Source: an optimization exercise on an open RTL-to-GDS flow (aim: small area and a short achievable clock period). Production flows keep margins and buffers that such runs may drop.
The RTL was checked by simulation tests, not by an equivalence proof against the original design.
Power is estimated from default activity; no workload was simulated.

Setup of build 51:
## riscv
module riscv(clk, rst, imem_addr, imem_rdata, dmem_addr, dmem_wdata, dmem_we, dmem_rdata);
Size in the first run: ~160 I/O pins, ~0.047 mm^2 of cells after synthesis.
clock: 30.0 ns
lec_check: 0
cap_margin: 20
cell_pad_in_sites_detail_placement: 1
core_margin: 2
core_utilization: 55
cts_buf_list: sky130_fd_sc_hd__clkbuf_8
cts_cluster_diameter: 45
cts_cluster_size: 14
place_density: 0.65
slew_margin: 20
synth_hierarchical: 1
synth_minimum_keep_size: 0
standard.sh (not shown) runs the stock make flow with config.mk's settings and CLKGATE_MAP_FILE= SYNTH_SCRIPT=/design/flow/synth_recipe.tcl, a recipe that flattens the netlist after the stock synthesis.
==> flow/flow/run.sh <==
#!/bin/bash
# Layout flow: the standard ORFS flow (standard.sh, unchanged synthesis),
# run with these differences:
#  - before floorplanning (flow/downsize.tcl), every logic cell is set to its
#    smallest drive strength, so only timing repair sizes cells up, and the
#    register read decoders start at drive 2 / 4;
#  - input/output ports are buffered with buf_1 cells (repair may size them);
#  - clock tree synthesis runs with the same clustering as config.mk sets,
#    without dummy loads.
# The SDC and clock period are the design's. The make run writes its full
# output to standard.log here; ORFS's per-step logs are under orfs/logs.
set -euo pipefail
export PRE_FLOORPLAN_TCL="$(pwd)/flow/downsize.tcl"
export BUFFER_PORTS_ARGS="-buffer_cell sky130_fd_sc_hd__buf_1"
export SETUP_SLACK_MARGIN=14.5
export GRT_SETUP_SLACK_MARGIN=14.5
export PRE_GLOBAL_ROUTE_TCL="$(pwd)/flow/grt_margin.tcl"
export CTS_ARGS="-sink_clustering_enable -repair_clock_nets -sink_clustering_size 14 -sink_clustering_max_diameter 45 -buf_list sky130_fd_sc_hd__clkbuf_8 -dont_use_dummy_load"
bash standard.sh > standard.log 2>&1
==> flow/flow/downsize.tcl <==
# Start the layout from the smallest drive strength of every logic cell:
# each combinational cell is replaced by the member of its family (same
# function and pins, another _N suffix) with the least area. Timing repair
# later sizes up the cells on paths that need it. Flip-flops are left alone.
set db [ord::get_db]
set dont_use {}
if { [info exists ::env(DONT_USE_CELLS)] } { set dont_use $::env(DONT_USE_CELLS) }
set swapped 0
foreach inst [[ord::get_db_block] getInsts] {
  set master [$inst getMaster]
  set name [$master getName]
  if { ![regexp {^(sky130_fd_sc_hd__[a-z0-9]+)_([0-9]+)$} $name -> base size] } { continue }
  if { [regexp {__(s?e?df|dl|conb|tap|fill|decap|diode)} $base] } { continue }
  set best $master
  set best_area [expr { [$master getWidth] * [$master getHeight] }]
  foreach s {0 1 2 4} {
    set cand [$db findMaster ${base}_$s]
    if { $cand eq "NULL" || [lsearch -exact $dont_use ${base}_$s] >= 0 } { continue }
    set a [expr { [$cand getWidth] * [$cand getHeight] }]
    if { $a < $best_area } { set best $cand; set best_area $a }
  }
  if { $best ne $master } {
    $inst swapMaster $best
    incr swapped
  }
}
puts "downsize: $swapped cells swapped to a smaller size"

# The register read decoders (dec_rs1, dec_rs2) start larger: their outputs
# drive one gate in each of 16 bit slices of a read port.
proc size_driver { pattern size } {
  set db [ord::get_db]
  set n 0
  foreach net [[ord::get_db_block] getNets] {
    if { ![string match $pattern [$net getName]] } { continue }
    foreach it [$net getITerms] {
      if { ![$it isOutputSignal] } { continue }
      set inst [$it getInst]
      set name [[$inst getMaster] getName]
      if { [regexp {^(sky130_fd_sc_hd__[a-z0-9]+)_([0-9]+)$} $name -> base s] } {
        set cand [$db findMaster ${base}_$size]
        if { $cand ne "NULL" } { $inst swapMaster $cand; incr n }
      }
    }
  }
  return $n
}
set sized 0
foreach d {dec_rs1 dec_rs2} {
  incr sized [size_driver "$d.an*" 2]
  incr sized [size_driver "$d.lo*" 2]
  incr sized [size_driver "$d.hi*" 2]
  incr sized [size_driver "$d.o*" 2]
}
# The rs2 read port's last stage (nor3, net bn) drives the store data output
# and the general adder: drive 2, not 1, so its load stays in the library's
# max-capacitance limit.
incr sized [size_driver "bn*" 2]
puts "downsize: $sized read-decoder and read-port cells sized up"
==> flow/flow/grt_margin.tcl <==
# Global-route stage: repair only setup slack below GRT_SETUP_SLACK_MARGIN,
# not the full margin used before, so the more pessimistic global-route
# parasitics do not trigger another round of sizing.
if { [info exists ::env(GRT_SETUP_SLACK_MARGIN)] } {
  set ::env(SETUP_SLACK_MARGIN) $::env(GRT_SETUP_SLACK_MARGIN)
}
Build 51: no failed stages, no open violations at the end
What build 28 does differently from build 51 at the input level:
--- a/flow/flow/run.sh
+++ b/flow/flow/run.sh
@@ -4,6 +4,7 @@
 #  - before floorplanning (flow/downsize.tcl), every logic cell is set to its
 #    smallest drive strength, so only timing repair sizes cells up, and the
-#    register read decoders start at drive 2 / 4;
-#  - input/output ports are buffered with buf_1 cells (repair may size them);
+#    register read decoders start at drive 2 / 4 and the rs2 read port last
+#    stage at drive 2;
+#  - input/output ports are buffered with buf_2 cells (repair may size them);
 #  - clock tree synthesis runs with the same clustering as config.mk sets,
 #    without dummy loads.
@@ -12,7 +13,7 @@
 set -euo pipefail
 export PRE_FLOORPLAN_TCL="$(pwd)/flow/downsize.tcl"
-export BUFFER_PORTS_ARGS="-buffer_cell sky130_fd_sc_hd__buf_1"
+export BUFFER_PORTS_ARGS="-buffer_cell sky130_fd_sc_hd__buf_2"
 export SETUP_SLACK_MARGIN=14.5
-export GRT_SETUP_SLACK_MARGIN=14.5
+export GRT_SETUP_SLACK_MARGIN=13
 export PRE_GLOBAL_ROUTE_TCL="$(pwd)/flow/grt_margin.tcl"
 export CTS_ARGS="-sink_clustering_enable -repair_clock_nets -sink_clustering_size 14 -sink_clustering_max_diameter 45 -buf_list sky130_fd_sc_hd__clkbuf_8 -dont_use_dummy_load"
--- a/flow/flow/downsize.tcl
+++ b/flow/flow/downsize.tcl
@@ -51,5 +51,5 @@
   incr sized [size_driver "$d.lo*" 2]
   incr sized [size_driver "$d.hi*" 2]
-  incr sized [size_driver "$d.o*" 2]
+  incr sized [size_driver "$d.o*" 4]
 }
 # The rs2 read port's last stage (nor3, net bn) drives the store data output
Notes after the runs:
Having completed the whole flow, build 28 delivered a layout that passed the timing, design-rule and antenna checks.
Comparing build 51 against build 28, there is no change at all in number of cells on the critical path.
Comparing build 28 and build 51, the lower number of signal-net buffers in the layout was measured on build 28.
Routed wire in build 28 totals less than in build 51.
The endpoint arrival time on the critical path in build 28 sits 0.08 ns below the value recorded for build 51.
Looking at area after synthesis, build 28 sits 1.3% higher than build 51 does.
[build 28 vs build 51] maximum cell stage delay along the critical path: lower in build 28
Build 51 → build 28: area of the die rose 1.3%, total number of vias fell 2805.
> inputs changed (build 28 -> build 79)
--- a/flow/flow/run.sh
+++ b/flow/flow/run.sh
@@ -4,7 +4,6 @@
 #  - before floorplanning (flow/downsize.tcl), every logic cell is set to its
 #    smallest drive strength, so only timing repair sizes cells up, and the
-#    register read decoders start at drive 2 / 4 and the rs2 read port last
-#    stage at drive 2;
-#  - input/output ports are buffered with buf_2 cells (repair may size them);
+#    register read decoders start at drive 2 / 4;
+#  - input/output ports are buffered with buf_1 cells (repair may size them);
 #  - clock tree synthesis runs with the same clustering as config.mk sets,
 #    without dummy loads.
@@ -13,5 +12,5 @@
 set -euo pipefail
 export PRE_FLOORPLAN_TCL="$(pwd)/flow/downsize.tcl"
-export BUFFER_PORTS_ARGS="-buffer_cell sky130_fd_sc_hd__buf_2"
+export BUFFER_PORTS_ARGS="-buffer_cell sky130_fd_sc_hd__buf_1"
 export SETUP_SLACK_MARGIN=14.5
 export GRT_SETUP_SLACK_MARGIN=13
--- a/flow/flow/downsize.tcl
+++ b/flow/flow/downsize.tcl
@@ -51,5 +51,5 @@
   incr sized [size_driver "$d.lo*" 2]
   incr sized [size_driver "$d.hi*" 2]
-  incr sized [size_driver "$d.o*" 4]
+  incr sized [size_driver "$d.o*" 2]
 }
 # The rs2 read port's last stage (nor3, net bn) drives the store data output
==> run notes <==
- Worst stage delay on the critical path in build 79 is 0.35 ns higher than in build 28
- Final core area utilization: build 79 < build 28
- Against build 28, build 79 comes in 5.1 points higher on global routing met2 resource utilization.
- A end point of the critical path of dmem_addr[24] is what build 28 shows, while dmem_wdata[13] belongs to build 79.
- Comparing build 79 and build 28, the higher count of clock-buffer cells in the layout is on build 28.
--- input diff build 79..build 53 ---
--- a/flow/flow/run.sh
+++ b/flow/flow/run.sh
@@ -4,6 +4,7 @@
 #  - before floorplanning (flow/downsize.tcl), every logic cell is set to its
 #    smallest drive strength, so only timing repair sizes cells up, and the
-#    register read decoders start at drive 2 / 4;
-#  - input/output ports are buffered with buf_1 cells (repair may size them);
+#    register read decoders start at drive 2 / 4 and the rs2 read port last
+#    two stages at drive 2;
+#  - input/output ports are buffered with buf_2 cells (repair may size them);
 #  - clock tree synthesis runs with the same clustering as config.mk sets,
 #    without dummy loads.
@@ -12,5 +13,5 @@
 set -euo pipefail
 export PRE_FLOORPLAN_TCL="$(pwd)/flow/downsize.tcl"
-export BUFFER_PORTS_ARGS="-buffer_cell sky130_fd_sc_hd__buf_1"
+export BUFFER_PORTS_ARGS="-buffer_cell sky130_fd_sc_hd__buf_2"
 export SETUP_SLACK_MARGIN=14.5
 export GRT_SETUP_SLACK_MARGIN=13
--- a/flow/flow/downsize.tcl
+++ b/flow/flow/downsize.tcl
@@ -51,5 +51,5 @@
   incr sized [size_driver "$d.lo*" 2]
   incr sized [size_driver "$d.hi*" 2]
-  incr sized [size_driver "$d.o*" 2]
+  incr sized [size_driver "$d.o*" 4]
 }
 # The rs2 read port's last stage (nor3, net bn) drives the store data output
@@ -57,3 +57,5 @@
 # max-capacitance limit.
 incr sized [size_driver "bn*" 2]
+# ... and the stage before it (nand4/nand3, nets m) as well.
+incr sized [size_driver "rd_bit*rb.m*" 2]
 puts "downsize: $sized read-decoder and read-port cells sized up"
Results
Of build 53 and build 79, build 79 shows the higher global-route wire length before repair, with build 53 below it. [compare] base=build 79 new=build 53: chip width rose 1.2%; portion of total power attributed to combinational logic saw a decrease; final total power fell about 1.3%; clock power -2.7%. Setup slack in build 53 is larger than in build 79. Taking build 79 as the reference, in build 53 worst hold margin has remained practically unchanged, minimum setup slack after placement went up. Looking at number of filler cells placed in the layout, build 53 sits 81 above build 79. Sort build 53 and build 79 by fraction of standard cell area that is sequential asc -> top: build 53. Looking at critical path capture point, the dmem_addr[20] result is from build 53; the dmem_wdata[13] one comes from build 79. For build 53, the highest routing layer actually used was met4, unlike build 79, where it was met5.

static timing again, ports no longer ideal:
No port has a modelled driver above. Below, the same layouts with a new extraction and two added sets of constraints.
Step 1, drivers: a clkbuf_16 drives clk and a buf_2 each remaining input, both assumed.
Step 2 moves the port delays by t, midway between the first and last clock arrival at a register: inputs arrive t later, outputs are due t later. That takes back most of the time a late clock gives input paths.
Three values: ideal, step 1, step 2; two values: the first two.
run | t, ns | slack for setup (ns) | worst data-port slew with drivers (ns) | pins driven straight from the clock port
build 51 | 0.894 | 14.032 / 13.981 / 13.981 | 0.21 | 1
build 28 | 0.896 | 14.105 / 14.075 / 14.075 | 0.05 | 1
build 79 | 0.879 | 13.913 / 13.876 / 13.876 | 0.14 | 1
build 53 | 0.856 | 14.231 / 14.207 / 14.207 | 0.14 | 1
After both steps setup and hold are still met in every run listed. For build 51, which loses most, drivers alone change the setup slack by -0.051 ns; drivers and shift together by -0.051 ns.
